This is an optimization exercise on Yosys and OpenROAD, whose aim is small area, a short achievable clock period and few clock cycles, not a production implementation.
In this exercise RTL edits were held to simulation tests only and were not proved equivalent to the original.

==> flow/config.mk <==
export PLATFORM = sky130hd
export DESIGN_NAME = ece350_cpu
export DESIGN_NICKNAME = ece350_cpu
export VERILOG_FILES = /design/flow/design.v
export SDC_FILE = /design/flow/constraint.sdc
export NUM_CORES = 4
export LEC_CHECK = 0
export CAP_MARGIN = 20
export CORE_MARGIN = 2
export CORE_UTILIZATION = 40
export SLEW_MARGIN = 20
==> flow/constraint.sdc <==
create_clock -name core_clock -period 11.0 [get_ports {clock}]
set_input_delay 2.2000 -clock core_clock [delete_from_list [all_inputs] [get_ports {clock}]]
set_output_delay 2.2000 -clock core_clock [all_outputs]
set_load 0.01 [all_outputs]
==> flow/design.v <==
module DecodeExecute(
    output [31:0] oldIR, oldA, oldB, oldPC,
    input [31:0] newIR, newA, newB, newPC,
    input clock, stall, reset);
    register_32 reg1(oldIR, newIR, clock, ~stall, reset);
    register_32 reg2(oldA, newA, clock, ~stall, reset);
    register_32 reg3(oldB, newB, clock, ~stall, reset);
    ProgramCounter programCounter(oldPC, newPC, clock, stall, reset);
endmodule
module FetchDecode(
    output [31:0] oldIR, oldPC,
    input [31:0] newIR, newPC,
    input clock, stall, reset);
    register_32 reg1(oldIR, newIR, clock, ~stall, reset);
    ProgramCounter programCounter(oldPC, newPC, clock, stall, reset);
endmodule
module MemoryWriteback(
    output [31:0] oldIR, oldO, oldD,
    output errorOut,
    input [31:0] newIR, newO, newD,
    input errorIn,
    input clock, stall, reset);
    register_32 regIR(oldIR, newIR, clock, ~stall, reset);
    register_32 regO(oldO, newO, clock, ~stall, reset);
    register_32 regD(oldD, newD, clock, ~stall, reset);
    dffe_ref regError(errorOut, errorIn, clock, ~stall, reset);
endmodule
module ProgramCounter(
    output [31:0] oldPC,
    input [31:0] newPC,
    input clock, stall, reset);
    register_32 reg1(oldPC, newPC, clock, ~stall, reset);
endmodule
module PCControl(
    output [31:0] nextPC,
    output branch,
    input [31:0] PCPlusOne, executePC, executeT, executeA, executeImmediate,
    input [4:0] executeOpcode,
    input neq, lt);
    wire [31:0] branchAddr, executePCPlusImmediate;
    wire adderOverflow;
    adder_32 adder(executePCPlusImmediate, adderOverflow, executePC, executeImmediate, 1'b0);
    assign nextPC = branch ? branchAddr : PCPlusOne;
    assign branchAddr = (executeOpcode == 5'b00001) || (executeOpcode == 5'b00011) || (executeOpcode == 5'b10110 && neq) ? executeT :
                        (executeOpcode == 5'b00010 && neq) || (executeOpcode == 5'b00110 && lt) ? executePCPlusImmediate :
                        (executeOpcode == 5'b00100) ? executeA :
                        32'd0;
    assign branch = (executeOpcode == 5'b00001) ||
                    (executeOpcode == 5'b00011) ||
                    (executeOpcode == 5'b00100) ||
                    (executeOpcode == 5'b10110 && neq) ||
                    (executeOpcode == 5'b00010 && neq) ||
                    (executeOpcode == 5'b00110 && lt);
endmodule
module ExecuteMemory(
    output [31:0] oldIR, oldO, oldB,
    output errorOut,
    input [31:0] newIR, newO, newB,
    input errorIn,
    input clock, stall, reset);
    register_32 regIR(oldIR, newIR, clock, ~stall, reset);
    register_32 regO(oldO, newO, clock, ~stall, reset);
    register_32 regB(oldB, newB, clock, ~stall, reset);
    dffe_ref regError(errorOut, errorIn, clock, ~stall, reset);
endmodule
module adder_32(
    output [31:0] sum,
    output overflow,
    input [31:0] A, B,
    input sub);
    wire [31:0] adderArgB, b_inverted;
    wire [3:0] carry;
    wire [3:0] PG, GG;
    wire [3:0] overflowBus;
    not_32 invertB(b_inverted, B);
    mux_2 add_sub_selector(adderArgB, sub, B, b_inverted);
    assign overflow = overflowBus[3];
    assign carry[0] = sub;
    adder_8 adder0(sum[7:0], PG[0], GG[0], overflowBus[0], A[7:0], adderArgB[7:0], carry[0]);
    adder_8 adder1(sum[15:8], PG[1], GG[1], overflowBus[1], A[15:8], adderArgB[15:8], carry[1]);
    adder_8 adder2(sum[23:16], PG[2], GG[2], overflowBus[2], A[23:16], adderArgB[23:16], carry[2]);
    adder_8 adder3(sum[31:24], PG[3], GG[3], overflowBus[3], A[31:24], adderArgB[31:24], carry[3]);
    cla_32 cla_32(carry, PG, GG);
endmodule
module adder_8(
    output [7:0] S,
    output PG, GG, overflow,
    input [7:0] a, b,
    input Cin);
    wire [7:0] carryWire;
    wire [7:0] P, G;
    xor carryOutXOR(overflow, carryWire[7], carryWire[6]);
    full_adder adder0(S[0], P[0], G[0], a[0], b[0], Cin);
    genvar i;
    for(i = 1; i < 8; i = i + 1) begin : adder_loop
        full_adder adder(S[i], P[i], G[i], a[i], b[i], carryWire[i - 1]);
    end
    cla_8 cla(PG, GG, carryWire, P, G, Cin);
endmodule
module alu(
    input [31:0] data_operandA, data_operandB,
    input [4:0] ctrl_ALUopcode, ctrl_shiftamt,
    output [31:0] data_result,
    output isNotEqual, isLessThan, overflow);
    wire [31:0] andWire, orWire, addWire, SLWire, SRWire, multWire, divWire;
    wire eq, multDone, divDone, startMult, startDiv;
    and_32 and_32(andWire, data_operandA, data_operandB);
    or_32 or_32(orWire, data_operandA, data_operandB);
    comparator_32 comparator_32(isLessThan, eq, data_operandA, data_operandB);
    not NEQNot(isNotEqual, eq);
    adder_32 adder_32(addWire, overflow, data_operandA, data_operandB, ctrl_ALUopcode[0]);
    shift_left SLL(SLWire, ctrl_shiftamt, data_operandA);
    shift_right SRA(SRWire, ctrl_shiftamt, data_operandA);
    alu_op alu_op(data_result, ctrl_ALUopcode[2:0], andWire, orWire, addWire, addWire, SLWire, SRWire);
endmodule
module alu_op(
    output [31:0] out,
    input [2:0] opcode,
    input [31:0] andData, orData, addData, subData, SLLData, SRAData);
    mux_8 mux(out, opcode, addData, subData, andData, orData, SLLData, SRAData, 32'b0, 32'b0);
endmodule
module and_32(
    output [31:0] result,
    input [31:0] a, b);
    genvar i;
    for(i = 0; i < 32; i = i + 1) begin : andGates
        and(result[i], a[i], b[i]);
    end
endmodule
module shift_left_1(
    output [31:0] out,
    input shift,
    input [31:0] in);
    wire [31:0] shifted;
    assign shifted[31:1] = in[30:0];
    assign shifted[0] = 1'b0;
    mux_2 mux(out, shift, in, shifted);
endmodule
module shift_left_16(
    output [31:0] out,
    input shift,
    input [31:0] in);
    wire [31:0] shifted;
    assign shifted[31:16] = in[15:0];
    assign shifted[15:0] = 1'b0;
    mux_2 mux(out, shift, in, shifted);
endmodule
module shift_left_2(
    output [31:0] out,
    input shift,
    input [31:0] in);
    wire [31:0] shifted;
    assign shifted[31:2] = in[29:0];
    assign shifted[1:0] = 1'b0;
    mux_2 mux(out, shift, in, shifted);
endmodule
module shift_left_4(
    output [31:0] out,
    input shift,
    input [31:0] in);
    wire [31:0] shifted;
    assign shifted[31:4] = in[27:0];
    assign shifted[3:0] = 1'b0;
    mux_2 mux(out, shift, in, shifted);
endmodule
module shift_left_8(
    output [31:0] out,
    input shift,
    input [31:0] in);
    wire [31:0] shifted;
    assign shifted[31:8] = in[23:0];
    assign shifted[7:0] = 1'b0;
    mux_2 mux(out, shift, in, shifted);
endmodule
module shift_right_1(
    output [31:0] out,
    input shift,
    input [31:0] in);
    wire [31:0] shifted;
    assign shifted[30:0] = in[31:1];
    assign shifted[31] = in[31];
    mux_2 mux(out, shift, in, shifted);
endmodule
module shift_right_16(
    output [31:0] out,
    input shift,
    input [31:0] in);
    wire [31:0] shifted;
    assign shifted[15:0] = in[31:16];
    genvar i;
    for(i = 16; i < 32; i = i + 1) begin
        assign shifted[i] = in[31];
    end
    mux_2 mux(out, shift, in, shifted);
endmodule
module shift_right_2(
    output [31:0] out,
    input shift,
    input [31:0] in);
    wire [31:0] shifted;
    assign shifted[29:0] = in[31:2];
    genvar i;
    for(i = 30; i < 32; i = i + 1) begin
        assign shifted[i] = in[31];
    end
    mux_2 mux(out, shift, in, shifted);
endmodule
module shift_right_4(
    output [31:0] out,
    input shift,
    input [31:0] in);
    wire [31:0] shifted;
    assign shifted[27:0] = in[31:4];
    genvar i;
    for(i = 28; i < 32; i = i + 1) begin
        assign shifted[i] = in[31];
    end
    mux_2 mux(out, shift, in, shifted);
endmodule
module shift_right_8(
    output [31:0] out,
    input shift,
    input [31:0] in);
    wire [31:0] shifted;
    assign shifted[23:0] = in[31:8];
    genvar i;
    for(i = 24; i < 32; i = i + 1) begin
        assign shifted[i] = in[31];
    end
    mux_2 mux(out, shift, in, shifted);
endmodule
module Bypass(
    output [1:0] ALU_A_bypass, ALU_B_bypass,
    output dmem_bypass,
    input [31:0] executeIR, memoryIR, writebackIR,
    input memoryException, writebackException);
    wire [4:0] executeRS1, executeRS2, memoryRD, writebackRD, memoryOpcode, writebackOpcode;
    wire [1:0] executeInsType;
    wire [31:0] executeT;
    wire memoryWrites, writebackWrites;
    DecodeControl executeSources(executeInsType, executeT, executeRS1, executeRS2, executeIR);
    assign memoryOpcode = memoryIR[31:27];
    assign writebackOpcode = writebackIR[31:27];
    assign memoryWrites = memoryException || memoryOpcode == 5'b00000 || memoryOpcode == 5'b00101 ||
                          memoryOpcode == 5'b01000 || memoryOpcode == 5'b00011 || memoryOpcode == 5'b10101;
    assign writebackWrites = writebackException || writebackOpcode == 5'b00000 || writebackOpcode == 5'b00101 ||
                             writebackOpcode == 5'b01000 || writebackOpcode == 5'b00011 || writebackOpcode == 5'b10101;
    assign memoryRD = memoryException ? 5'd30 : memoryOpcode == 5'b00011 ? 5'd31 : memoryOpcode == 5'b10101 ? 5'd30 : memoryIR[26:22];
    assign writebackRD = writebackException ? 5'd30 : writebackOpcode == 5'b00011 ? 5'd31 : writebackOpcode == 5'b10101 ? 5'd30 : writebackIR[26:22];
    assign ALU_A_bypass = (executeRS1 != 5'b0 && memoryWrites && executeRS1 == memoryRD) ? 2'b00 :
                          (executeRS1 != 5'b0 && writebackWrites && executeRS1 == writebackRD) ? 2'b01 : 2'b10;
    assign ALU_B_bypass = (executeRS2 != 5'b0 && memoryWrites && executeRS2 == memoryRD) ? 2'b00 :
                          (executeRS2 != 5'b0 && writebackWrites && executeRS2 == writebackRD) ? 2'b01 : 2'b10;
    assign dmem_bypass = memoryOpcode == 5'b00111 && memoryIR[26:22] != 5'b0 && writebackWrites && memoryIR[26:22] == writebackRD;
endmodule
module cla_32(
    output [3:0] carry,
    input [3:0] PG, GG);
    wire w1_0, w2_0, w2_1, w3_0, w3_1, w3_2, w4_0, w4_1, w4_2, w4_3;
    and andCarry1_0(w1_0, PG[0], carry[0]);
    or orCarry1_0(carry[1], GG[0], w1_0);
    and andCarry2_0(w2_0, PG[0], PG[1], carry[0]);
    and andCarry2_1(w2_1, GG[0], PG[1]);
    or orCarry2(carry[2], GG[1], w2_0, w2_1);
    and andCarry3_0(w3_0, PG[0], PG[1], PG[2], carry[0]);
    and andCarry3_1(w3_1, GG[0], PG[1], PG[2]);
    and andCarry3_2(w3_2, GG[1], PG[2]);
    or orCarry3(carry[3], GG[2], w3_0, w3_1, w3_2);
endmodule
module cla_8(
    output PG, GG,
    output [7:0] Cout,
    input [7:0] P, G,
    input Cin);
    wire w0_0, w1_0, w1_1, w2_0, w2_1, w2_2, w3_0, w3_1, w3_2, w3_3,
         w4_0, w4_1, w4_2, w4_3, w4_4, w5_0, w5_1, w5_2, w5_3, w5_4, w5_5,
         w6_0, w6_1, w6_2, w6_3, w6_4, w6_5, w6_6, w7_0, g0, g1, g2, g3,
         g4, g5, g6, wCout7;
    and andCOut0_0(w0_0, P[0], Cin);
    or orCOut0(Cout[0], G[0], w0_0);
    and andCOut1_0(w1_0, G[0], P[1]);
    and andCOut1_1(w1_1, P[0], P[1], Cin);
    or orCOut1(Cout[1], G[1], w1_0, w1_1);
    and andCOut2_0(w2_0, G[1], P[2]);
    and andCOut2_1(w2_1, G[0], P[1], P[2]);
    and andCOut2_2(w2_2, Cin, P[0], P[1], P[2]);
    or orCOut2(Cout[2], G[2], w2_0, w2_1, w2_2);
    and andCOut3_0(w3_0, G[2], P[3]);
    and andCOut3_1(w3_1, G[1], P[2], P[3]);
    and andCOut3_2(w3_2, G[0], P[1], P[2], P[3]);
    and andCOut3_3(w3_3, Cin, P[0], P[1], P[2], P[3]);
    or orCOut3(Cout[3], G[3], w3_0, w3_1, w3_2, w3_3);
    and andCOut4_0(w4_0, G[3], P[4]);
    and andCOut4_1(w4_1, G[2], P[3], P[4]);
    and andCOut4_2(w4_2, G[1], P[2], P[3], P[4]);
    and andCOut4_3(w4_3, G[0], P[1], P[2], P[3], P[4]);
    and andCOut4_4(w4_4, Cin, P[0], P[1], P[2], P[3], P[4]);
    or orCOut4(Cout[4], G[4], w4_0, w4_1, w4_2, w4_3, w4_4);
    and andCOut5_0(w5_0, G[4], P[5]);
    and andCOut5_1(w5_1, G[3], P[4], P[5]);
    and andCOut5_2(w5_2, G[2], P[3], P[4], P[5]);
    and andCOut5_3(w5_3, G[1], P[2], P[3], P[4], P[5]);
    and andCOut5_4(w5_4, G[0], P[1], P[2], P[3], P[4], P[5]);
    and andCOut5_5(w5_5, Cin, P[0], P[1], P[2], P[3], P[4], P[5]);
    or orCOut5(Cout[5], G[5], w5_0, w5_1, w5_2, w5_3, w5_4, w5_5);
    and andCOut6_0(w6_0, G[5], P[6]);
    and andCOut6_1(w6_1, G[4], P[5], P[6]);
    and andCOut6_2(w6_2, G[3], P[4], P[5], P[6]);
    and andCOut6_3(w6_3, G[2], P[3], P[4], P[5], P[6]);
    and andCOut6_4(w6_4, G[1], P[2], P[3], P[4], P[5], P[6]);
    and andCOut6_5(w6_5, G[0], P[1], P[2], P[3], P[4], P[5], P[6]);
    and andCOut6_6(w6_6, Cin, P[0], P[1], P[2], P[3], P[4], P[5], P[6]);
    or orCOut6(Cout[6], G[6], w6_0, w6_1, w6_2, w6_3, w6_4, w6_5, w6_6);
    and andCOut7_0(wCout7, Cin, PG);
    or orCOut7(Cout[7], GG, wCout7);
    and andPG(PG, P[7], P[6], P[5], P[4], P[3], P[2], P[1], P[0]);
    and andGG1(g6, G[6], P[7]);
    and andGG2(g5, G[5], P[6], P[7]);
    and andGG3(g4, G[4], P[5], P[6], P[7]);
    and andGG4(g3, G[3], P[4], P[5], P[6], P[7]);
    and andGG5(g2, G[2], P[3], P[4], P[5], P[6], P[7]);
    and andGG6(g1, G[1], P[2], P[3], P[4], P[5], P[6], P[7]);
    and andGG7(g0, G[0], P[1], P[2], P[3], P[4], P[5], P[6], P[7]);
    or combinedGG(GG, G[7], g0, g1, g2, g3, g4, g5, g6);
endmodule
module comparator_2(
    output LT, EQ,
    input LT_in, EQ_in,
    input [1:0] a, b);
    wire eq0, eq1, eq2, lt0, lt1, lt2, lt3, lt4;
    wire notA1Wire, notA0Wire, notB1Wire, notB0Wire;
    not notA1(notA1Wire, a[1]);
    not notA0(notA0Wire, a[0]);
    not notB1(notB1Wire, b[1]);
    not notB0(notB0Wire, b[0]);
    xnor xnor0(eq0, a[0], b[0]);
    xnor xnor1(eq1, a[1], b[1]);
    and EQAnd(EQ, eq0, eq1, EQ_in);
    and and0(lt0, notA1Wire, notA0Wire, notB1Wire, b[0]);
    and and1(lt1, notA1Wire, b[1]);
    and and2(lt2, a[1], notA0Wire, b[1], b[0]);
    or LTOr(lt3, lt0, lt1, lt2);
    and LTAnd(lt4, lt3, EQ_in);
    or LTOr2(LT, lt4, LT_in);
endmodule
module comparator_32(
    output LT, EQ,
    input [31:0] a, b);
    wire LT3, EQ3, LT2, EQ2, LT1, EQ1, LT_in, LT_chain_output, EQ_in, a32InverseWire, b32InverseWire, forceGTWire;
    not a32Inverse(a32InverseWire, a[31]);
    not b32Inverse(b32InverseWire, b[31]);
    and forceLT(LT_in, a[31], b32InverseWire);
    and forceGT(forceGTWire, b[31], a32InverseWire);
    assign EQ_in = 1;
    comparator_8 comp3(LT3, EQ3, LT_in, EQ_in, a[31:24], b[31:24]);
    comparator_8 comp2(LT2, EQ2, LT3, EQ3, a[23:16], b[23:16]);
    comparator_8 comp1(LT1, EQ1, LT2, EQ2, a[15:8], b[15:8]);
    comparator_8 comp0(LT_chain_output, EQ, LT1, EQ1, a[7:0], b[7:0]);
    mux_2_1 mux(LT, forceGTWire, LT_chain_output, 1'b0);
endmodule
module comparator_8(
    output LT, EQ,
    input LT_in, EQ_in,
    input [7:0] a, b);
    wire LT3, EQ3, LT2, EQ2, LT1, EQ1;
    comparator_2 comp3(LT3, EQ3, LT_in, EQ_in, a[7:6], b[7:6]);
    comparator_2 comp2(LT2, EQ2, LT3, EQ3, a[5:4], b[5:4]);
    comparator_2 comp1(LT1, EQ1, LT2, EQ2, a[3:2], b[3:2]);
    comparator_2 comp0(LT, EQ, LT1, EQ1, a[1:0], b[1:0]);
endmodule
module DecodeControl(
    output [1:0] insType,
    output [31:0] decodeT,
    output [4:0] ctrl_readRegA, ctrl_readRegB,
    input [31:0] ins);
    wire [4:0] rs1, rs2;
    TypeDetector typeDetector(insType, ins);
    assign decodeT[26:0] = insType == 2'b10 ? ins[26:0] : 27'b0;
    assign decodeT[31:27] = 5'b0;
    mux_4_5 select_rs1(rs1, insType, ins[21:17], ins[21:17], 5'b0, ins[26:22]);
    mux_4_5 select_rs2(rs2, insType, ins[16:12], ins[26:22], 5'b0, 5'b0);
    assign ctrl_readRegA = ins[31:27] == 5'b10101 ? 5'b0 : ins[31:27] == 5'b10110 ? 5'd30 : ins[31:27] == 5'b00110 || ins[31:27] == 5'b00010 ? rs2 : rs1;
    assign ctrl_readRegB = ins[31:27] == 5'b10110 ? 5'b0 : ins[31:27] == 5'b00110 || ins[31:27] == 5'b00010 ? rs1 : rs2;
endmodule
module decoder_32(
    output [31:0] out,
    input enable,
    input [4:0] select);
    assign out = enable << select;
endmodule
module dffe_ref(q, d, clk, en, clr);
   input d, clk, en, clr;
   wire clr;
   output q;
   reg q;
   always @(posedge clk or posedge clr) begin
       if (clr) begin
           q <= 1'b0;
       end else if (en) begin
           q <= d;
       end
   end
endmodule
module Exception(
    output [31:0] exceptionData,
    input [31:0] ins,
    input error);
    wire [4:0] op, aluOp;
    wire [1:0] insType;
    TypeDetector typeDetector(insType, ins);
    assign aluOp = ins[6:2];
    assign op = ins[31:27];
    assign exceptionData = error ? insType == 2'd0 && aluOp == 5'b00000 ? 32'd1 :
                                   insType == 2'd0 && aluOp == 5'b00001 ? 32'd3 :
                                   insType == 2'd0 && aluOp == 5'b00110 ? 32'd4 :
                                   insType == 2'd0 && aluOp == 5'b00111 ? 32'd5 :
                                   op == 5'b00101 ? 32'd2 :
                                   32'd0 : 32'd0;
endmodule
module ExecuteControl(
    output [1:0] insType,
    output [4:0] aluOpCode, shiftAmt,
    output aluBSelector0, aluBSelector1, startMult, startDiv,
    input [31:0] ins,
    input clock, multDivDone);
    TypeDetector typeDetector(insType, ins);
    assign aluOpCode = insType == 2'b00 ? ins[6:2] : 5'b0;
    assign aluBSelector0 = (insType == 2'b01) && (ins[31:27] != 5'b00010 && ins[31:27] != 5'b00110);
    assign aluBSelector1 = ins[31:27] == 5'b10101;
    assign shiftAmt = ins[11:7];
    assign startMult = insType == 2'b00 && aluOpCode == 5'b00110;
    assign startDiv = insType == 2'b00 && aluOpCode == 5'b00111;
endmodule
module SignExtender_16(
    output [31:0] out,
    input [16:0] in);
    assign out[31:17] = in[16] ? {15{1'b1}} : 15'b0;
    assign out[16:0] = in;
endmodule
module full_adder(
    output S, P, G,
    input A, B, Cin);
    wire w1, w2, w3;
    xor sumOut(S, A, B, Cin);
    and AND1(w1, A, B);
    and AND2(w2, A, Cin);
    and AND3(w3, B, Cin);
    and gen(G, A, B);
    or prop(P, A, B);
endmodule
module Interlock(
    output stall,
    input [31:0] decodeIR, executeIR);
    wire [4:0] decodeRS1, decodeRS2, executeRD, decodeOpcode, executeOpcode;
    wire [1:0] decodeInsType;
    wire [31:0] decodeT;
    DecodeControl decodeSources(decodeInsType, decodeT, decodeRS1, decodeRS2, decodeIR);
    assign executeRD = executeIR[26:22];
    assign decodeOpcode = decodeIR[31:27];
    assign executeOpcode = executeIR[31:27];
    assign stall = (executeOpcode == 5'b01000) && (executeRD != 5'b0) &&
                   ((decodeRS1 == executeRD) || ((decodeRS2 == executeRD) && decodeOpcode != 5'b00111));
endmodule
module MemoryControl(
    output [1:0] insType,
    output writeEnable,
    input [31:0] ins);
    wire [4:0] opcode;
    TypeDetector typeDetector(insType, ins);
    assign opcode = ins[31:27];
    assign writeEnable = opcode == 5'b00111;
endmodule
module MultDivStall(
    output stall,
    input [31:0] ins,
    input operationDone);
    wire [4:0] aluOpCode;
    wire [1:0] insType;
    TypeDetector insTypeDetector(insType, ins);
    assign aluOpCode = ins[6:2];
    assign stall = (insType == 2'b00) && (aluOpCode[4:1] == 4'b0011) && ~operationDone;
endmodule
module multdiv(
	data_operandA, data_operandB,
	ctrl_MULT, ctrl_DIV,
	clock, reset,
	data_result, data_exception, data_resultRDY);
    input [31:0] data_operandA, data_operandB;
    input ctrl_MULT, ctrl_DIV, clock, reset;
    output [31:0] data_result;
    output data_exception, data_resultRDY;
    reg busy, done, isDiv, negate;
    reg [5:0] count;
    reg [31:0] divisorReg;      
    reg [63:0] acc;             
    reg [31:0] resultReg;
    reg exceptionReg;
    wire [31:0] absA = data_operandA[31] ? (~data_operandA + 32'd1) : data_operandA;
    wire [31:0] absB = data_operandB[31] ? (~data_operandB + 32'd1) : data_operandB;
    wire [32:0] multSum = {1'b0, acc[63:32]} + (acc[0] ? {1'b0, divisorReg} : 33'd0);
    wire [63:0] divShift = {acc[62:0], 1'b0};
    wire [32:0] divDiff = {1'b0, divShift[63:32]} - {1'b0, divisorReg};
    wire [63:0] magProduct = acc;
    wire [63:0] signedProduct = negate ? (~magProduct + 64'd1) : magProduct;
    wire [31:0] quotient = negate ? (~acc[31:0] + 32'd1) : acc[31:0];
    wire multOverflow = (signedProduct[63:31] != {33{1'b0}}) && (signedProduct[63:31] != {33{1'b1}});
    always @(posedge clock or posedge reset) begin
        if (reset) begin
            busy <= 1'b0;
            done <= 1'b0;
            isDiv <= 1'b0;
            negate <= 1'b0;
            count <= 6'd0;
            divisorReg <= 32'd0;
            acc <= 64'd0;
            resultReg <= 32'd0;
            exceptionReg <= 1'b0;
        end else if (done) begin
            done <= 1'b0;
        end else if (busy) begin
            if (count == 6'd32) begin
                busy <= 1'b0;
                done <= 1'b1;
                if (isDiv) begin
                    resultReg <= (divisorReg == 32'd0) ? 32'd0 : quotient;
                    exceptionReg <= divisorReg == 32'd0;
                end else begin
                    resultReg <= signedProduct[31:0];
                    exceptionReg <= multOverflow;
                end
            end else begin
                count <= count + 6'd1;
                if (isDiv) begin
                    if (!divDiff[32])
                        acc <= {divDiff[31:0], divShift[31:1], 1'b1};
                    else
                        acc <= divShift;
                end else begin
                    acc <= {multSum, acc[31:1]};
                end
            end
        end else if (ctrl_MULT | ctrl_DIV) begin
            busy <= 1'b1;
            isDiv <= ctrl_DIV;
            negate <= data_operandA[31] ^ data_operandB[31];
            count <= 6'd0;
            divisorReg <= absB;
            acc <= {32'd0, absA};
        end
    end
    assign data_result = resultReg;
    assign data_exception = exceptionReg;
    assign data_resultRDY = done;
endmodule
module mux_2(out, select, in0, in1);
    output [31:0] out;
    input select;
    input [31:0] in0, in1;
    assign out = select ? in1 : in0;
endmodule
module mux_2_1(out, select, in0, in1);
    output out;
    input select;
    input in0, in1;
    assign out = select ? in1 : in0;
endmodule
module mux_2_5(out, select, in0, in1);
    output [4:0] out;
    input select;
    input [4:0] in0, in1;
    assign out = select ? in1 : in0;
endmodule
module mux_4(out, select, in0, in1, in2, in3);
    output [31:0] out;
    input [1:0] select;
    input [31:0] in0, in1, in2, in3;
    wire [31:0] w1, w2;
    mux_2 mux0_top(.out(w1), .select(select[0]), .in0(in0), .in1(in1));
    mux_2 mux0_bot(.out(w2), .select(select[0]), .in0(in2), .in1(in3));
    mux_2 mux1(.out(out), .select(select[1]), .in0(w1), .in1(w2));
endmodule
module mux_4_5(out, select, in0, in1, in2, in3);
    output [4:0] out;
    input [1:0] select;
    input [4:0] in0, in1, in2, in3;
    wire [4:0] w1, w2;
    mux_2_5 mux0_top(.out(w1), .select(select[0]), .in0(in0), .in1(in1));
    mux_2_5 mux0_bot(.out(w2), .select(select[0]), .in0(in2), .in1(in3));
    mux_2_5 mux1(.out(out), .select(select[1]), .in0(w1), .in1(w2));
endmodule
module mux_8(out, select, in0, in1, in2, in3, in4, in5, in6, in7);
    input [2:0] select;
    input [31:0] in0, in1, in2, in3, in4, in5, in6, in7;
    output [31:0] out;
    wire [31:0] w1, w2;
    mux_4 mux0_top(w1, select[1:0], in0, in1, in2, in3);
    mux_4 mux0_bottom(w2, select[1:0], in4, in5, in6, in7);
    mux_2 mux1(out, select[2], w1, w2);
endmodule
module not_32(
    output [31:0] result,
    input [31:0] in);
    genvar i;
    for(i = 0; i < 32; i = i + 1) begin : gen_loop
        not(result[i], in[i]);
    end
endmodule
module or_32(
    output [31:0] result,
    input [31:0] a, b);
    genvar i;
    for(i = 0; i < 32; i = i + 1) begin : gen_loop
        or(result[i], a[i], b[i]);
    end
endmodule
module processor(
    clock,                           
    reset,                           
    address_imem,                    
    q_imem,                          
    address_dmem,                    
    data,                            
    wren,                            
    q_dmem,                          
    ctrl_writeEnable,                
    ctrl_writeReg,                   
    ctrl_readRegA,                   
    ctrl_readRegB,                   
    data_writeReg,                   
    data_readRegA,                   
    data_readRegB                    
    );
	input clock, reset;
    output [31:0] address_imem;
	input [31:0] q_imem;
	output [31:0] address_dmem, data;
	output wren;
	input [31:0] q_dmem;
	output ctrl_writeEnable;
	output [4:0] ctrl_writeReg, ctrl_readRegA, ctrl_readRegB;
	output [31:0] data_writeReg;
	input [31:0] data_readRegA, data_readRegB;
    wire overflow1, multDivStall, stallPC, stallFD, stallDX, stallXM, stallMW;
    wire interlockStall;
    MultDivStall multDivStallModule(multDivStall, executeIR, multDivDone);
    assign stallPC = multDivStall || interlockStall;
    assign stallFD = multDivStall || interlockStall;
    assign stallDX = multDivStall;
    assign stallXM = multDivStall;
    assign stallMW = multDivStall;
    Interlock interlock(interlockStall, decodeIR, executeIR);
    wire [1:0] ALU_A_bypass, ALU_B_bypass;
    wire dmem_bypass;
    Bypass bypass(ALU_A_bypass, ALU_B_bypass, dmem_bypass, executeIR, memoryIR, writebackIR, memoryErrorOut, writebackErrorOut);
    wire [31:0] PC, nextPC, PCPlusOne;
    wire branch, PCOverflow;
    ProgramCounter programCounter(PC, nextPC, clock, stallPC, reset);
    PCControl programCountController(nextPC, branch, PCPlusOne, executePC, executeT, aluAInput, executeImmediate, executeOpcode, aluNEQ, aluLT);
    adder_32 PCAdder(PCPlusOne, PCOverflow, PC, 32'd1, 1'b0);
    assign address_imem = PC;
    wire [31:0] decodeIR, decodePC, decodeIRIn, decodeT;
    wire [1:0] decodeInsType;
    assign decodeIRIn = branch ? 32'b0 : q_imem;
    FetchDecode fetchDecodeLatch(decodeIR, decodePC, decodeIRIn, PCPlusOne, clock, stallFD, reset);
    DecodeControl decodeController(decodeInsType, decodeT, ctrl_readRegA, ctrl_readRegB, decodeIR);
    wire [31:0] executeIR, executeA, executeB, executePC, aluBInput, executeImmediate, aluOut, executeIRIn, executeT;
    wire [4:0] aluOpCode, shiftAmt, executeOpcode;
    wire [1:0] executeInsType;
    wire aluBSelector0, aluBSelector1, aluOverflow, aluNEQ, aluLT;
    assign executeT[26:0] = executeIR[26:0];
    assign executeT[31:27] = 5'b0;
    assign executeOpcode = executeIR[31:27];
    assign executeIRIn = interlockStall || branch ? 32'b0 : decodeIR;
    DecodeExecute decodeExecuteLatch(executeIR, executeA, executeB, executePC, executeIRIn, data_readRegA, data_readRegB, decodePC, clock, stallDX, reset);
    ExecuteControl executeController(executeInsType, aluOpCode, shiftAmt, aluBSelector0, aluBSelector1, startMult, startDiv, executeIR, clock, multDivDone);
    SignExtender_16 signExtenderExecuteImm(executeImmediate, executeIR[16:0]);
    wire [31:0] aluAInput, aluB;
    assign aluAInput = ALU_A_bypass[1] ? executeA : ALU_A_bypass[0] ? data_writeReg : memoryO;
    assign aluB = ALU_B_bypass[1] ? executeB : ALU_B_bypass[0] ? data_writeReg : memoryO;
    assign aluBInput = aluBSelector1 ? executeT : aluBSelector0 ? executeImmediate : aluB;
    alu mainALU(aluAInput, aluBInput, aluOpCode, shiftAmt, aluOut, aluNEQ, aluLT, aluOverflow);
    wire [31:0] memoryIn, multDivResult;
    wire startMult, startDiv, multDivError, multDivDone;
    multdiv mainMultDiv(aluAInput, aluB, startMult, startDiv, clock, reset, multDivResult, multDivError, multDivDone);
    wire [31:0] memoryIR, memoryO, memoryB;
    wire memoryErrorIn, memoryErrorOut;
    wire [1:0] memoryInsType;
    ExecuteMemory executeMemoryLatch(memoryIR, memoryO, memoryB, memoryErrorOut, executeIR, memoryIn, aluB, memoryErrorIn, clock, stallXM, reset);
    MemoryControl memoryController(memoryInsType, wren, memoryIR);
    assign address_dmem = memoryO;
    assign data = dmem_bypass ? data_writeReg : memoryB;
    assign memoryErrorIn = (multDivError && multDivDone) | (aluOverflow && executeIR != 32'd0 && ((executeInsType == 2'b00 && aluOpCode[4:1] == 4'b0000) || executeOpcode == 5'b00101));
    assign memoryIn = memoryErrorIn ? exceptionData : (executeInsType == 2'b00 && aluOpCode[4:1] == 4'b0011) ? multDivResult : executeOpcode == 5'b00011 ? executePC : aluOut;
    wire [31:0] exceptionData;
    Exception exceptionLogic(exceptionData, executeIR, memoryErrorIn);
    wire [31:0] writebackIR, writebackO, writebackD, writebackData;
    wire [4:0] rd, j1WriteReg;
    wire [1:0] writebackInsType;
    wire writebackDataSelector, writebackErrorOut;
    MemoryWriteback memoryWritebackLatch(writebackIR, writebackO, writebackD, writebackErrorOut, memoryIR, memoryO, q_dmem, memoryErrorOut, clock, stallMW, reset);
    WritebackControl writebackController(writebackInsType, writebackDataSelector, ctrl_writeEnable, writebackIR, 1'b0, 1'b0);
    assign j1WriteReg = writebackIR[31:27] == 5'b00011 ? 5'd31 : 5'd30;
    mux_4_5 select_rd(rd, writebackInsType, writebackIR[26:22], writebackIR[26:22], j1WriteReg, writebackIR[26:22]);
    assign data_writeReg = writebackDataSelector ? writebackD : writebackO;
    assign ctrl_writeReg = writebackErrorOut ? 5'd30 : rd;
endmodule
module regfile (
	clock,
	ctrl_writeEnable, ctrl_reset, ctrl_writeReg,
	ctrl_readRegA, ctrl_readRegB, data_writeReg,
	data_readRegA, data_readRegB);
	input clock, ctrl_writeEnable, ctrl_reset;
	input [4:0] ctrl_writeReg, ctrl_readRegA, ctrl_readRegB;
	input [31:0] data_writeReg;
	output [31:0] data_readRegA, data_readRegB;
    wire [31:0] regOut[31:0];
    wire [31:0] selectWriteRegDecoded;
    wire [31:0] storedA, storedB;
    decoder_32 selectWriteReg(selectWriteRegDecoded, ctrl_writeEnable, ctrl_writeReg);
    genvar i;
    for (i = 0; i < 32; i = i + 1) begin : registers
        if(i == 0) begin
            assign regOut[i] = 32'd0;
        end else begin
            register_32 reg32(regOut[i], data_writeReg, clock, selectWriteRegDecoded[i], ctrl_reset);
        end
    end
    assign storedA = regOut[ctrl_readRegA];
    assign storedB = regOut[ctrl_readRegB];
    assign data_readRegA = (ctrl_writeEnable && ctrl_writeReg != 5'd0 && ctrl_writeReg == ctrl_readRegA) ? data_writeReg : storedA;
    assign data_readRegB = (ctrl_writeEnable && ctrl_writeReg != 5'd0 && ctrl_writeReg == ctrl_readRegB) ? data_writeReg : storedB;
endmodule
    module register_32(
        output [31:0] out,
        input [31:0] data,
        input clock, enable, reset);
        dffe_ref dffe_reg[31:0] (out, data, clock, enable, reset);
    endmodule
module shift_left(
    output [31:0] out,
    input [4:0] shiftAmt,
    input [31:0] in);
    wire [31:0] shifted_16, shifted_8, shifted_4, shifted_2;
    shift_left_16 shift16(shifted_16, shiftAmt[4], in);
    shift_left_8 shift8(shifted_8, shiftAmt[3], shifted_16);
    shift_left_4 shift4(shifted_4, shiftAmt[2], shifted_8);
    shift_left_2 shift2(shifted_2, shiftAmt[1], shifted_4);
    shift_left_1 shift1(out, shiftAmt[0], shifted_2);
endmodule
module shift_right(
    output [31:0] out,
    input [4:0] shiftAmt,
    input [31:0] in);
    wire [31:0] shifted_16, shifted_8, shifted_4, shifted_2;
    shift_right_16 shift16(shifted_16, shiftAmt[4], in);
    shift_right_8 shift8(shifted_8, shiftAmt[3], shifted_16);
    shift_right_4 shift4(shifted_4, shiftAmt[2], shifted_8);
    shift_right_2 shift2(shifted_2, shiftAmt[1], shifted_4);
    shift_right_1 shift1(out, shiftAmt[0], shifted_2);
endmodule
module TypeDetector(
    output [1:0] insType,
    input [31:0] ins);
    wire [4:0] opcode;
    wire r_type, i_type, j1_type, j2_type;
    assign opcode = ins[31:27];
    assign insType = r_type ? 2'b00 : i_type ? 2'b01 : j1_type ? 2'b10 : j2_type ? 2'b11 : 2'b00;
    assign r_type = opcode == 5'b00000;
    assign i_type = opcode == 5'b00101 || opcode == 5'b00111 ||
                        opcode == 5'b01000 || opcode == 5'b00010 ||
                        opcode == 5'b00110 || opcode == 5'b10001;
    assign j1_type = opcode == 5'b00001 || opcode == 5'b00011 ||
                     opcode == 5'b10110 || opcode == 5'b10101;
    assign j2_type = opcode == 5'b00100;
endmodule
module WritebackControl(
    output [1:0] insType,
    output dataSelector, writeEnable,
    input [31:0] ins,
    input swStall, timeWriteEnable);
    wire [4:0] op;
    TypeDetector typeDetector(insType, ins);
    assign op = ins[31:27];
    assign dataSelector = op == 5'b01000;
    assign writeEnable = op == 5'b00000 || op == 5'b00101 ||
                         op == 5'b01000 || op == 5'b00011 ||
                         op == 5'b10101 || swStall || timeWriteEnable;
endmodule
module ece350_cpu(
    input         clock,
    input         reset,
    output [31:0] address_imem,
    input  [31:0] q_imem,
    output [31:0] address_dmem,
    output [31:0] data,
    output        wren,
    input  [31:0] q_dmem);
    wire rwe;
    wire [4:0] rd, rs1, rs2;
    wire [31:0] rData, regA, regB;
    processor CPU(.clock(clock), .reset(reset),
        .address_imem(address_imem), .q_imem(q_imem),
        .ctrl_writeEnable(rwe), .ctrl_writeReg(rd),
        .ctrl_readRegA(rs1), .ctrl_readRegB(rs2),
        .data_writeReg(rData), .data_readRegA(regA), .data_readRegB(regB),
        .wren(wren), .address_dmem(address_dmem),
        .data(data), .q_dmem(q_dmem));
    regfile RegisterFile(.clock(clock),
        .ctrl_writeEnable(rwe), .ctrl_reset(reset),
        .ctrl_writeReg(rd),
        .ctrl_readRegA(rs1), .ctrl_readRegB(rs2),
        .data_writeReg(rData), .data_readRegA(regA), .data_readRegB(regB));
endmodule
==> flow/run.sh <==
#!/bin/bash
# synth_recipe.tcl (not shown) runs the flow's synth.tcl, then flattens the netlist and writes it again
# the make line also repeats each setting of config.mk as NAME=value (left out here)
make -C /OpenROAD-flow-scripts/flow DESIGN_CONFIG=/design/flow/config.mk WORK_HOME=/design/flow/orfs CLKGATE_MAP_FILE= SYNTH_SCRIPT=/design/flow/synth_recipe.tcl finish
==> impl_metrics.tcl <==
set metrics [dict create \
    outcome "complete, no violations" \
    drive_above_1_share_pct 10.1 \
    overflow 0 \
    finalSetupViolCount 0 \
    synth_area_leaders "dfrtp_1 (42%), o21ai_0 (7.7%), nand2_1 (7.2%)" \
    cts_setup_buffers 0 \
    yosys.area.top_type "dfrtp_1" \
    num-nets-final 10400 \
    dp_hpwl_um 326000 \
    clock-sinks 1505 \
    place.gp.congestion 1.02 \
    synth-edff-count 0 \
    worst_slew_pin_slew_ns 1.26 \
    yosysTopAreaCellShare_pct 42.1 \
    clock_path_buffers 3 \
    final.min_clock_period_ns 10.34 \
    cts_max_level 4 \
    max-vdd-ir-drop_mv 0.199 \
    arrival_ns 11.14 \
    area_growth_pct 12.8 \
    syn_inst 10200 \
    die_h_um 477 \
    die_x_um 477 \
    initial_core_util_pct 40.2 \
    cts_resized 0 \
    grt_max_degree 170 \
    max_slew_margin_pct 15.3 \
    numCtsBuffers 173 \
    postRouteAntennaNets 0 \
    ys_ff_latch 1505 \
    io_pins 163 \
    syn_area_per_cell_um2 8.75 \
    initialDrtViolationCount 14500 \
    crit_type "reg -> reg" \
    p_per_area_nw_per_um2 387 \
    cts_tree "yes" \
    via_per_inst 6.83 \
    p_total_mw 39.0 \
    cpPeakStageDelay_ns 0.73 \
    grt_pass1_vias 85000 \
    drt_pass1_iterations 9 \
    finalMaxSlewViolations 0 \
    ff_latch_area_um2 37700 \
    wl_per_cell_um 37.4 \
    drt_wl_total_um 491000 \
    rsz0062_at_grt "false" \
    startpoint_type "flop" \
    multi_input_area_um2 48000 \
    ctsHoldBuffers 0 \
    cp_max_fo 58 \
    ys_seq_area_share_pct 42.1 \
    die-area_um2 227000 \
    critPathRequiredTime_ns 11.81 \
    leakagePower_nw 42.9 \
    critPathCaptureType "flop" \
    syn_nets 10600 \
    max_freq_ghz 0.0967 \
    core_region_area_um2 222000 \
    synth_cell_types 121 \
    clk_latency_ns 0.88 \
    fin_worst_skew_ns 0.101 \
    tns_ns 0 \
    ctsRootBufferMaster "clkbuf_16" \
    synth_area_um2 89400 \
    synth_warnings 3 \
    vias 89600 \
    drc_errors 0 \
    hold_viol 0 \
    portBuffers 162 \
    layout_worst_path_cycle_share_pct 94.0 \
    grt_pass1_wl_um 678000 \
    core.rowCount 173 \
    synthArstFlopShare_pct 100 \
    clkTransAtPathRegs_ns 0.06 \
    maxCapViolations 0 \
    synth_ff_type "dfrtp_1" \
    cp_slowest_cell "a311o_1" \
    n_fill_cell 21700 \
    antenna_found_initial 53 \
    hold_class "reg -> reg" \
    grt_use_total_pct 41.8 \
]
-- path summary, 6_finish.rpt --
| kind | startpoint | to | slack (ns) | cells past startpoint |
|---|---|---|---|---|
| worst max-delay path | CPU.decodeExecuteLatch.reg1.dffe_reg[29].q | CPU.programCounter.reg1.dffe_reg[25].q | 0.66 | 30 |
| worst max register to register | CPU.decodeExecuteLatch.reg1.dffe_reg[29].q | CPU.programCounter.reg1.dffe_reg[25].q | 0.66 | 30 |
| max in group asynchronous | reset | async pin | 6.95 | 4 |
| min in group asynchronous | reset | CPU.mainMultDiv.acc[56] | 1.82 | 2 |
| worst min-delay path | flop | flop | 0.47 | 2 |
| worst min register to register | flop | flop | 0.47 | 2 |
-- cell type report --
cell class / count / area share, %
Clock inverter: 61 / 0.929
Timing Repair Buffer: 506 / 4.31
Inverter: 285 / 1.06
Clock buffer: 256 / 5.04
Tap cell: 2975 / 3.69
Multi-Input combinational cell: 7508 / 47.6
Antenna cell: 15 / 0.0372
Sequential cell: 1505 / 37.4
-- worst max-delay path, delay by kind of cell, from the launching register on --
family / cells / cell delay [ns]
adders and majority gates: 1 / 0.35
and+or+nand+nor: 15 / 4.55
buffers and inverters: 1 / 0.68
DFF: 1 / 0.67
AOI/OAI and AO/OA: 13 / 3.95
-- layout by cell type (no fill, tap or decap), types with 30 or more instances in the layout --
cell type,count
a22o_1,365
a22oi_1,323
inv_1,273
and2_1,30
mux2i_1,82
xor2_1,97
a221oi_1,344
mux2i_4,31
clkbuf_8,41
clkbuf_1,41
o31ai_1,34
ha_1,300
o22ai_1,37
nor2_1,515
a21oi_1,377
a31oi_1,99
or4_1,32
a211oi_1,41
o21ai_0,1369
a222oi_1,91
nand4_1,141
dfrtp_1,1500
o221ai_1,54
nor3_1,108
xnor2_1,201
nand2_1,1682
a21o_1,36
nor2_4,64
and3_1,32
clkdlybuf4s50_1,162
o211ai_1,50
nor4_1,69
clkbuf_16,175
or3_1,34
buf_4,333
o21a_1,55
mux2_2,93
nand3_1,202
-- Yosys cell counts, types with 25 or more instances --
cell	instances
nand2_1	1714
dfrtp_1	1505
o21ai_0	1370
clkbuf_1	715
nor2_1	582
a21oi_1	378
a22o_1	365
a221oi_1	345
a22oi_1	323
ha_1	300
inv_1	274
nand3_1	203
xnor2_1	201
nand4_1	141
mux2i_1	114
nor3_1	112
a31oi_1	99
xor2_1	97
mux2_2	93
a222oi_1	91
buf_4	78
nor4_1	73
buf_1	66
o21a_1	55
o221ai_1	54
o211ai_1	50
a211oi_1	41
o31ai_1	39
buf_2	38
o22ai_1	37
a21o_1	36
or3_1	35
and3_1	32
or4_1	32
and2_1	31
nand2b_1	27
nor2b_1	27
o21bai_1	26
or2_2	25
-- stage by stage --
stage | std cells | setup WS [ns] | area (µm²) | hold WS [ns] | utilization, %
finish | 13100 | 0.664 | 101000 | 0.473 | 45.4
detailed placement | 12800 | 0.851 | 94700 | 0.460 | 42.6
floorplan | 10200 | -12.04 | 89400 | 0.438 | -
global route | 13100 | 0.157 | 101000 | 0.476 | 45.4
global placement | 12800 | 0.922 | 94700 | 0.453 | 42.6
CTS | 13100 | 0.803 | 101000 | 0.474 | 45.3
-- report_power, final --
part	internal, mW	switching (mW)
combinational	6.71	16.1
clock	3.56	2.65
sequential	7.52	2.45
total	17.8	21.2
-- sequential cells by signal (all words and copies together) (netlist names), 6 cells and up --
register                                           cells
CPU.executeMemoryLatch.regB.dffe.q                    32
CPU.mainMultDiv.count                                  6
CPU.memoryWritebackLatch.regD.dffe.q                  32
CPU.fetchDecodeLatch.programCounter.reg1.dffe.q       32
CPU.executeMemoryLatch.regIR.dffe.q                   10
CPU.decodeExecuteLatch.reg3.dffe.q                    32
CPU.decodeExecuteLatch.programCounter.reg1.dffe.q     32
CPU.memoryWritebackLatch.regO.dffe.q                  32
CPU.mainMultDiv.resultReg                             32
CPU.programCounter.reg1.dffe.q                        32
CPU.mainMultDiv.divisorReg                            32
CPU.decodeExecuteLatch.reg1.dffe.q                    32
CPU.executeMemoryLatch.regO.dffe.q                    32
CPU.fetchDecodeLatch.reg1.dffe.q                      32
RegisterFile.registers.genblk1.reg32.dffe.q          992
CPU.decodeExecuteLatch.reg2.dffe.q                    32
CPU.memoryWritebackLatch.regIR.dffe.q                 10
CPU.mainMultDiv.acc                                   64
-- routing by layer --
metal,vias up,GRT usage (%),share of wire [%]
li1,36800,-,-
met1,43900,53.8,38
met2,6637,59.0,40
met3,2187,13.4,12
met4,38,29.6,8.9
met5,-,0.336,0.066
-- kinds of logic (layout without fill, tap and decap cells) --
| group | count (synthesis) | in the layout | share of synthesized area [%] |
|---|---|---|---|
| AO/OA/AOI/OAI | 3553 | 3553 | 26.8 |
| XOR/XNOR | 298 | 298 | 2.92 |
| adder cells (fa/ha/maj) | 309 | 309 | 4.40 |
| buffers and inverters | 1197 | 1108 | 5.52 |
| flip-flops | 1505 | 1505 | 42.1 |
| multiplexers | 231 | 231 | 3.02 |
| other | 0 | 15 | 0 |
| AND/OR/NAND/NOR | 3117 | 3117 | 15.2 |
Testbench counts, summed over its fixed seeds: cycles 121,605.

==> re-timing with driven ports <==
How much do the figures lean on ideal ports? The routed layout below was timed once more, with nothing changed but the port constraints. Step 1 (the two cells are an assumption about what drives the block):
set clk [get_ports {clock}]
set_driving_cell -lib_cell sky130_fd_sc_hd__clkbuf_16 $clk
set_driving_cell -lib_cell sky130_fd_sc_hd__buf_2 [delete_from_list [all_inputs] $clk]
Step 2, shift: input delay + t, output delay - t, t = (earliest + latest rising clock arrival at the registers) / 2. This alone moves slack from input paths to output paths. a / b / c = no drivers / after step 1 / after step 2; a / b = the first two.
shift t [ns]: 0.929
setup slack, ns: 0.664 / 0.664 / 0.664
hold WS [ns]: 0.473 / 0.473 / 0.473
clock arrival spread, ns: 0.104 / 0.105
cell pins on the clock port's net: 1
After both steps this run still meets setup and hold. For this run, drivers alone change the setup slack by 0.000 ns; drivers and shift together by 0.000 ns.
